What follows belongs to an exercise in optimizing a design on an open flow for small area, a short achievable clock period and few clock cycles per item; a production flow would make more cautious choices.
Only simulation tests tie the RTL to the original design; equivalence was not proved.
No activity file was given, so power comes from the tool's default toggle rates.

[flow/design.v]
module radix_4_mul (
  input logic clk,
  input logic rst,
  input logic mul_in_valid,
  input logic [1:0] mul_type,
  input logic [31:0] multiplier,
  input logic [31:0] multiplicand,
  input logic cpu_busy,
  output logic [31:0] mul_out,
  output logic mul_out_valid,
  output logic mul_busy
);
  enum bit [1:0] {MUL_WAIT_VALID, MUL_PRE_COMPUTE, MUL_COMPUTE, MUL_DONE} mul_state;
  logic [34:0] neg_1_multiplicand_w;
  logic [5:0]  cnt;
  logic [34:0] op_vector;
  logic [33:0] real_multiplier;
  logic [33:0] real_multiplicand;
  logic [67:0] neg_1_multiplicand;
  logic [67:0] pos_1_multiplicand;
  logic [67:0] product;
  logic [1:0] mul_type_r;
  assign mul_busy = (mul_state != MUL_WAIT_VALID);
  assign mul_out_valid = (mul_state == MUL_DONE);
  assign mul_out = !mul_type_r ? product[31:0] : product[63:32];
  always_ff @(posedge clk or posedge rst) begin
    if (rst) begin
      mul_type_r <= 2'd0;
    end
    else if (mul_state == MUL_WAIT_VALID && mul_in_valid) begin
      mul_type_r <= mul_type;
    end
  end
  always_ff @(posedge clk or posedge rst) begin
    if (rst) begin
      mul_state <= MUL_WAIT_VALID;
    end
    else begin
      case (mul_state)
        MUL_WAIT_VALID:  mul_state <= mul_in_valid ? MUL_PRE_COMPUTE : MUL_WAIT_VALID;
        MUL_PRE_COMPUTE: mul_state <= MUL_COMPUTE;
        MUL_COMPUTE:     mul_state <= (cnt == 5'd16) ? MUL_DONE : MUL_COMPUTE;
        MUL_DONE:        mul_state <= cpu_busy ? MUL_DONE : MUL_WAIT_VALID;
      endcase
    end
  end
  assign neg_1_multiplicand_w = ~{real_multiplicand[33], real_multiplicand} + 35'd1;
  always_ff @(posedge clk or posedge rst) begin
    if (rst) begin
      neg_1_multiplicand <= 68'd0;
      pos_1_multiplicand <= 68'd0;
      op_vector <= 35'd0;
      product <= 68'd0;
      cnt <= 6'd0;
    end
    else if (mul_state == MUL_PRE_COMPUTE) begin
      neg_1_multiplicand <= {{33{neg_1_multiplicand_w[34]}}, neg_1_multiplicand_w};
      pos_1_multiplicand <= {{34{real_multiplicand[33]}}, real_multiplicand};
      op_vector <= {real_multiplier, 1'b0};
      product <= 68'd0;
      cnt <= 6'd0;
    end
    else if (mul_state == MUL_COMPUTE) begin
      cnt <= cnt + 6'd1;
      op_vector <= op_vector >> 2;
      case (op_vector[2:0])
        3'b010, 3'b001: product <= product + ((pos_1_multiplicand) << (cnt << 1));
        3'b110, 3'b101: product <= product + ((neg_1_multiplicand) << (cnt << 1));
        3'b111, 3'b000: product <= product;
        3'b011:         product <= product + ((pos_1_multiplicand << 1) << (cnt << 1));
        3'b100:         product <= product + ((neg_1_multiplicand << 1) << (cnt << 1));
      endcase
    end
  end
  always_ff @(posedge clk or posedge rst) begin
    if (rst) begin
      real_multiplier <= 34'd0;
    end
    else if(mul_state == MUL_WAIT_VALID && mul_in_valid) begin
      if (mul_type[1]) begin
        real_multiplier <= {2'd0, multiplier};
      end
      else begin
        real_multiplier <= {{2{multiplier[31]}}, multiplier};
      end
    end
  end
  always_ff @(posedge clk or posedge rst) begin
    if (rst) begin
      real_multiplicand <= 34'd0;
    end
    else if (mul_state == MUL_WAIT_VALID && mul_in_valid) begin
      if (mul_type == 2'b11) begin
        real_multiplicand <= {2'd0, multiplicand};
      end
      else begin
        real_multiplicand <= {{2{multiplicand[31]}}, multiplicand};
      end
    end
  end
endmodule
module divider (
  input logic clk,
  input logic rst,
  input logic [31:0] divisor,
  input logic [31:0] dividend,
  input logic div_in_valid,
  input logic [1:0] div_type,
  input logic cpu_busy,
  output logic [31:0] div_out,
  output logic div_out_valid,
  output logic div_busy,
  output logic exception
);
  enum bit [2:0] {DIV_WAIT_VALID, DIV_DETECT_EXCEPTION, DIV_CONVERT_SIGN, DIV_COMPUTE, DIV_ADJUST, DIV_DONE} div_state;
  logic [31:0] divisor_r;
  logic [63:0] div_result;
  logic [4:0] cnt;
  logic divisor_sign;
  logic dividend_sign;
  logic [1:0] div_type_r;
  logic exception_w;
  logic exception_cond_1; 
  logic exception_cond_2;
  logic [31:0] alu_in_1;
  logic [31:0] alu_in_2;
  logic [31:0] alu_out;
  logic        rem_hi;
  logic [32:0] alu_out_33;
  logic [63:0] div_result_1;
  logic [63:0] div_result_2;
  assign div_out_valid = (div_state == DIV_DONE);
  assign div_busy = (div_state != DIV_WAIT_VALID);
  assign div_out = !div_type_r[1] ? div_result[31:0] : div_result[63:32];
  assign exception_cond_1 = (divisor_r == 32'd0);
  assign exception_cond_2 = (!div_type_r[0] && div_result[31:0] == 32'h80000000 && divisor_r == 32'hffffffff);
  assign exception_w = (exception_cond_1 || exception_cond_2);
  assign div_result_1 = div_result << 1;
  assign div_result_2 = {alu_out[30:0], div_result[31:0], 1'b1};
  always_ff @(posedge clk or posedge rst) begin
    if (rst) begin
      rem_hi <= 1'b0;
    end
    else if (div_state == DIV_CONVERT_SIGN) begin
      rem_hi <= 1'b0;
    end
    else if (div_state == DIV_COMPUTE) begin
      rem_hi <= alu_out_33[32] ? div_result[63] : alu_out[31];
    end
  end
  always_ff @(posedge clk or posedge rst) begin
    if (rst) begin
      div_type_r <= 2'd0;
    end
    else if (div_state == DIV_WAIT_VALID && div_in_valid) begin
      div_type_r <= div_type;
    end
  end
  always_ff @(posedge clk or posedge rst) begin 
    if (rst) begin
      div_state <= DIV_WAIT_VALID;
    end
    else begin
      case (div_state)
        DIV_WAIT_VALID:       div_state <= div_in_valid ? DIV_DETECT_EXCEPTION : DIV_WAIT_VALID;
        DIV_DETECT_EXCEPTION: div_state <= exception_w ? DIV_DONE : DIV_CONVERT_SIGN;
        DIV_CONVERT_SIGN:     div_state <= DIV_COMPUTE;
        DIV_COMPUTE:          div_state <= (cnt == 5'd31) ? DIV_ADJUST : DIV_COMPUTE;
        DIV_ADJUST:           div_state <= DIV_DONE;
        DIV_DONE:             div_state <= cpu_busy ? DIV_DONE : DIV_WAIT_VALID;
      endcase
    end
  end
  always_ff @(posedge clk or posedge rst) begin
    if (rst) begin
      divisor_r <= 32'd0;
      divisor_sign <= 1'b0;
    end
    else if (div_state == DIV_WAIT_VALID && div_in_valid) begin
      divisor_r <= divisor;
      divisor_sign <= 1'b0;
    end
    else if (div_state == DIV_CONVERT_SIGN && !div_type_r[0] && divisor_r[31]) begin
      divisor_r <= ~divisor_r + 32'd1;
      divisor_sign <= 1'b1;
    end
  end
  always_ff @(posedge clk or posedge rst) begin
    if (rst) begin
      dividend_sign <= 1'b0;
    end
    else if (div_state == DIV_WAIT_VALID && div_in_valid) begin
      dividend_sign <= 1'b0;
    end
    else if (div_state == DIV_CONVERT_SIGN && !div_type_r[0] && div_result[31]) begin
      dividend_sign <= 1'b1;
    end
  end
  always_ff @(posedge clk or posedge rst) begin
    if (rst) begin
      div_result <= 64'd0;
    end
    else if (div_state == DIV_WAIT_VALID && div_in_valid) begin
      div_result <= {32'd0, dividend};
    end
    else if (div_state == DIV_DETECT_EXCEPTION) begin
      if (exception_cond_1) begin
        div_result <= {div_result[31:0], 32'hffffffff};
      end
      else if (exception_cond_2) begin
        div_result <= {32'd0, div_result[31:0]};
      end
    end
    else if (div_state == DIV_CONVERT_SIGN) begin
      if (!div_type_r[0] && div_result[31]) begin
        div_result <= {31'd0, ~div_result[31:0] + 32'd1, 1'b0};
      end
      else begin
        div_result <= div_result << 1;
      end
    end
    else if (div_state == DIV_COMPUTE) begin
      if (alu_out_33[32]) begin
        div_result <= (cnt == 5'd31) ? {div_result[63:32], div_result_1[31:0]} : div_result_1;
      end
      else begin
        div_result <= (cnt == 5'd31) ? {alu_out, div_result_2[31:0]} : div_result_2;
      end
    end
    else if (div_state == DIV_ADJUST && !div_type_r[0]) begin
        case ({dividend_sign, divisor_sign})
          2'b01: div_result <= {div_result[63:32], ~div_result[31:0] + 32'd1};
          2'b10: div_result <= {~div_result[63:32] + 32'd1, ~div_result[31:0] + 32'd1};
          2'b11: div_result <= {~div_result[63:32] + 32'd1, div_result[31:0]};
        endcase
    end
  end
  always_ff @(posedge clk or posedge rst) begin
    if (rst) begin
      exception <= 1'b0;
    end
    else if (div_state == DIV_DETECT_EXCEPTION) begin
      exception <= exception_w;
    end
    else if (div_state == DIV_DONE && !cpu_busy) begin
      exception <= 1'b0;
    end
  end
  always_ff @(posedge clk or posedge rst) begin
    if (rst) begin
      cnt <= 5'd0;
    end
    else if (div_state == DIV_COMPUTE) begin
      cnt <= cnt + 5'd1;
    end
    else if (div_state == DIV_DONE && !cpu_busy) begin
      cnt <= 5'd0;
    end
  end
  assign alu_in_1 = div_result[63:32];
  assign alu_in_2 = divisor_r;
  assign alu_out_33 = {rem_hi, alu_in_1} - {1'b0, alu_in_2};
  assign alu_out = alu_out_33[31:0];
endmodule
module mdu_top(
  input logic clk,
  input logic rst,
  input logic mdu_in_valid,
  input logic [2:0] funct3,
  input logic [31:0] mdu_in_1,  
  input logic [31:0] mdu_in_2,  
  input logic cpu_busy,
  output logic [31:0] mdu_out,
  output logic mdu_out_valid,
  output logic mdu_busy,
  output logic exception
);
  logic funct3_2_r;
  logic mul_in_valid;
  logic [31:0] mul_out;
  logic mul_out_valid;
  logic mul_busy;
  logic div_in_valid;
  logic [31:0] div_out;
  logic div_out_valid;
  logic div_busy;
  assign mdu_busy = mul_busy || div_busy;
  assign mdu_out_valid = mul_out_valid || div_out_valid;
  assign mdu_out = funct3_2_r ? div_out : mul_out;
  assign mul_in_valid = mdu_in_valid && ~funct3[2];
  assign div_in_valid = mdu_in_valid && funct3[2];
  always_ff @(posedge clk or posedge rst) begin
    if (rst) begin
      funct3_2_r <= 1'b0;
    end
    else if (mdu_in_valid) begin
      funct3_2_r <= funct3[2];
    end
  end
  radix_4_mul radix_4_mul_0 (
    .clk(clk),
    .rst(rst),
    .multiplier(mdu_in_2),
    .multiplicand(mdu_in_1),
    .mul_in_valid(mul_in_valid),
    .mul_type(funct3[1:0]),
    .cpu_busy(cpu_busy),
    .mul_out(mul_out),
    .mul_out_valid(mul_out_valid),
    .mul_busy(mul_busy)
  );
  divider divider_0 (
    .clk(clk),
    .rst(rst),
    .divisor(mdu_in_2),
    .dividend(mdu_in_1),
    .div_in_valid(div_in_valid),
    .div_type(funct3[1:0]),
    .cpu_busy(cpu_busy),
    .div_out(div_out),
    .div_out_valid(div_out_valid),
    .div_busy(div_busy),
    .exception(exception)
  );
endmodule
[flow/run.sh]
#!/bin/bash
# synth_recipe.tcl (not shown) runs the flow's synth.tcl, then flattens the netlist and writes it again
# the make line also repeats each setting of config.mk as NAME=value (left out here)
make -C /OpenROAD-flow-scripts/flow DESIGN_CONFIG=/design/flow/config.mk WORK_HOME=/design/flow/orfs CLKGATE_MAP_FILE= SYNTH_SCRIPT=/design/flow/synth_recipe.tcl finish
[flow/config.mk]
export PLATFORM = sky130hd
export DESIGN_NAME = mdu_top
export DESIGN_NICKNAME = mdu_top
export VERILOG_FILES = /design/flow/design.v
export SDC_FILE = /design/flow/constraint.sdc
export NUM_CORES = 4
export LEC_CHECK = 0
export CAP_MARGIN = 20
export CORE_MARGIN = 2
export CORE_UTILIZATION = 40
export SLEW_MARGIN = 20
[flow/constraint.sdc]
create_clock -name core_clock -period 10.0 [get_ports {clk}]
set_input_delay 2.0000 -clock core_clock [delete_from_list [all_inputs] [get_ports {clk}]]
set_output_delay 2.0000 -clock core_clock [all_outputs]
set_load 0.01 [all_outputs]
==> summary.txt <==
placed cells by master (no fill, tap or decap), types with 39 or more instances in the layout:
cell type	Yosys	layout
dfrtp_1	352	349
a211oi_1	77	77
xor2_1	79	79
mux2_2	144	144
nand3_1	75	75
buf_4	0	48
clkbuf_16	0	44
xnor2_1	95	95
and3_1	49	49
clkdlybuf4s50_1	0	105
a21o_1	51	51
nor3_1	99	98
inv_1	99	97
a221oi_1	43	43
nor2b_1	58	56
ha_1	114	111
nand2_1	307	306
o21ai_0	294	294
nand4_1	39	39
a21oi_1	298	298
mux2i_1	157	157
nor2_1	276	273
critical path, delay by kind of cell, from the launching register on:
| kind | cells | cell delay [ns] |
|---|---|---|
| AND/OR/NAND/NOR | 6 | 1.53 |
| XOR/XNOR | 1 | 0.40 |
| adder cells (fa/ha/maj) | 1 | 0.44 |
| AO/OA/AOI/OAI | 7 | 1.96 |
| multiplexers | 3 | 1.03 |
| flip-flops | 1 | 1.00 |
cell families (layout without fill, tap and decap cells):
logic type / count (synthesis) / after routing / share of synthesized area
muxes: 311 / 311 / 0.118
AOI/OAI and AO/OA: 1134 / 1134 / 0.249
other: 0 / 1 / 0
buffers and inverters: 372 / 335 / 0.0499
adders and majority gates: 116 / 116 / 0.0506
DFF: 352 / 352 / 0.304
xor gates and xnor gates: 175 / 175 / 0.0535
and+or+nand+nor: 1065 / 1065 / 0.175
per-layer routing:
layer / wire (um) / track usage
met5: 12 / 0
met4: 4100 / 0.106
met3: 6390 / 0.0378
met2: 48100 / 0.445
met1: 45100 / 0.364
cell type report:
cell class,count,area (um^2),share of cell area
antenna,1,2.50,0.0000778
clock buffer,59,1250,0.0388
clock inverter,19,239,0.00743
inverter,102,387,0.0120
multi-input combinational,2801,18800,0.585
sequential,352,8810,0.274
tap,950,1190,0.0370
timing repair buffer,155,1450,0.0451
registers in the layout, summed over array words and instances, names as in the netlist, 3 cells and up:
signal and count:
radix_4_mul_0.op_vector 34, radix_4_mul_0.real_multiplicand 33, radix_4_mul_0.neg_1_multiplicand 35, radix_4_mul_0.real_multiplier 33
divider_0.cnt 5, radix_4_mul_0.product 64, divider_0.divisor_r 32, divider_0.div_state 3
radix_4_mul_0.cnt 6, divider_0.div_result 64, radix_4_mul_0.pos_1_multiplicand 32
path summary, 6_finish.rpt:
check	cells after the start	slack, ns	to	from
max	18	3.55	radix_4_mul_0.product[63]	radix_4_mul_0.op_vector[1]
min	2	0.49	radix_4_mul_0.real_multiplier[32]	radix_4_mul_0.real_multiplier[32]
max reg2reg	18	3.55	radix_4_mul_0.product[63]	radix_4_mul_0.op_vector[1]
min reg2reg	2	0.49	radix_4_mul_0.real_multiplier[32]	radix_4_mul_0.real_multiplier[32]
max in group asynchronous	4	6.35	radix_4_mul_0.op_vector[1]	rst
min in group asynchronous	3	1.97	radix_4_mul_0.op_vector[8]	rst
power by group through the flow:
stage | combinational [mW] | sequential, mW | clock, mW
floorplan | 6.43 | 2.54 | 0
global placement | 8.38 | 3.01 | 0
detailed placement | 8.41 | 3.01 | 0
CTS | 8.46 | 2.99 | 1.70
global route | 9.40 | 3.11 | 1.75
finish | 8.62 | 3.02 | 1.66
per-stage QoR:
| step | total power [mW] | area, um^2 | setup slack, ns | hold WS [ns] |
|---|---|---|---|---|
| finish | 13.3 | 32200 | 3.55 | 0.493 |
| CTS | 13.2 | 32100 | 3.80 | 0.499 |
| global route | 14.3 | 32100 | 3.00 | 0.515 |
| global placement | 11.4 | 30700 | 3.86 | 0.476 |
| floorplan | 8.97 | 29000 | 3.29 | 0.451 |
| detailed placement | 11.4 | 30700 | 3.81 | 0.484 |
==> results_dict.tcl <==
set metrics [dict create \
    max_stage_delay_ns 1.00 \
    post_cts_buffers 0 \
    worst_path_most_repeated_cell "mux2i_1" \
    p_switching_mw 6.88 \
    setup-tns-final_ns 0 \
    die_h_um 273 \
    slew_violations 0 \
    synth-edff-count 0 \
    drt-pass1-iter-count 6 \
    status "complete, no violations" \
    final_cells 4439 \
    p_sw_frac 0.517 \
    tightest_slew_ns 1.12 \
    cap_violations 0 \
    grt-ovfl-total 0 \
    path_cells "xor2_4 -> a2111oi_0 -> nor2_1 -> mux4_2 -> mux2i_1 -> mux2i_1 -> and2_1 -> ha_1 -> nand4_1 -> nor4_1 -> nand2_1 -> a211oi_1 -> o21ai_0 -> a21oi_1 -> o211a_1 -> a211oi_2 -> or3_1 -> o21ai_2" \
    dp_hpwl_mm 76.4 \
    synth_area_um2 29000 \
    seqPwrFrac 0.227 \
    synthCells 3525 \
    fin_crit_ns 6.45 \
    antenna_found_initial 2 \
    timing.fmax_ghz 0.155 \
    cp_slowest_cell "dfrtp_2" \
    post_cts_resized 0 \
    n_fill_cell 7170 \
    skew_ns 0.0430 \
    ys.flop_type "dfrtp_1" \
    powerDensity_nw_per_um2 414 \
    rsz0062_at_grt "false" \
    async_flop_share 1.00 \
    synth.top_cells.by_count "dfrtp_1, nand2_1, a21oi_1" \
    ys.warnings.count 3 \
    irDropWorstVdd_mv 0.250 \
    post_drt_wl_per_cell_um 23.4 \
    die_w_um 273 \
    comb_power_share 0.648 \
    antenna_left 0 \
    drt_wl_total_mm 104 \
    power_frac_clock 0.125 \
    nNetsFinal 3643 \
    hold_viol 0 \
    cts_root_buf "clkbuf_16" \
    row_count 98 \
    internal_power_mw 6.42 \
    drt-initial-drc-count 2981 \
    grt_max_degree 158 \
    synth_nets 3712 \
    core_um2 71600 \
    grt_pass1_vias 25547 \
    yosysMostFrequentCell "dfrtp_1" \
    hp-class "reg2reg" \
    drive_gt1_frac 0.0963 \
    synth-seq-cells 352 \
    drc 0 \
    worst-path-max-fanout 56 \
    maxSlewHeadroom 0.252 \
    vias_per_cell 6.14 \
    area_growth_pct 10.9 \
    gp_congestion 0.969 \
    yosys.area.top_type "dfrtp_1" \
    portBuffers 105 \
    cts_hold_buf 0 \
    end_kind "register" \
    cp-start-kind "register" \
    p_leak_nw 13.1 \
    synth.distinct_cells 88 \
    cts_sinks 352 \
    dieArea_um2 74600 \
    yosysSeqAreaShare 0.304 \
    route.vias.total 27261 \
    grt_pass1_wl_mm 159 \
    required_ns 10.53 \
    path_class "reg2reg" \
    synth.area.top_cells "dfrtp_1, mux2_2, mux2i_1" \
    pin_count 106 \
    arrival_ns 6.98 \
    grtUsageTotal 0.272 \
    finalCoreUtilization 0.449 \
    min_period_over_period 0.645 \
    start_util 0.405 \
    setup_viol 0 \
    avgSynthCellArea_um2 8.22 \
    clk_pin_slew_worst_paths_ns 0.06 \
    cts_tree "yes" \
    cts_buffers 44 \
    synth_top_area_frac 0.304 \
    cts_buffer_depth 3 \
    clk_latency_ns 0.62 \
    htreeDepth 2 \
    numPlacedInstances 4360 \
]
Testbench counts, summed over its fixed seeds: cycles 67,312, ops 2,400.

## static timing again, ports no longer ideal
The flow's constraints put no driver on any port. The routed layout listed below was extracted and timed again, unchanged, in two steps. Step 1: set_driving_cell puts a clkbuf_16 on clk and a buf_2 on each other input, an assumption about the parent block. Step 2 also shifts input and output timing later by t, the mid clock arrival at the registers, as if the neighbouring blocks saw the same clock. a / b / c = no drivers / after step 1 / after step 2; a / b = the first two.
t (ns): 0.661
setup WS [ns]: 3.547 / 3.547 / 3.547
worst setup path at the end: register to register
After both steps setup and hold are still met in this run. For this run, drivers alone change the setup slack by 0.000 ns; drivers and shift together by 0.000 ns.
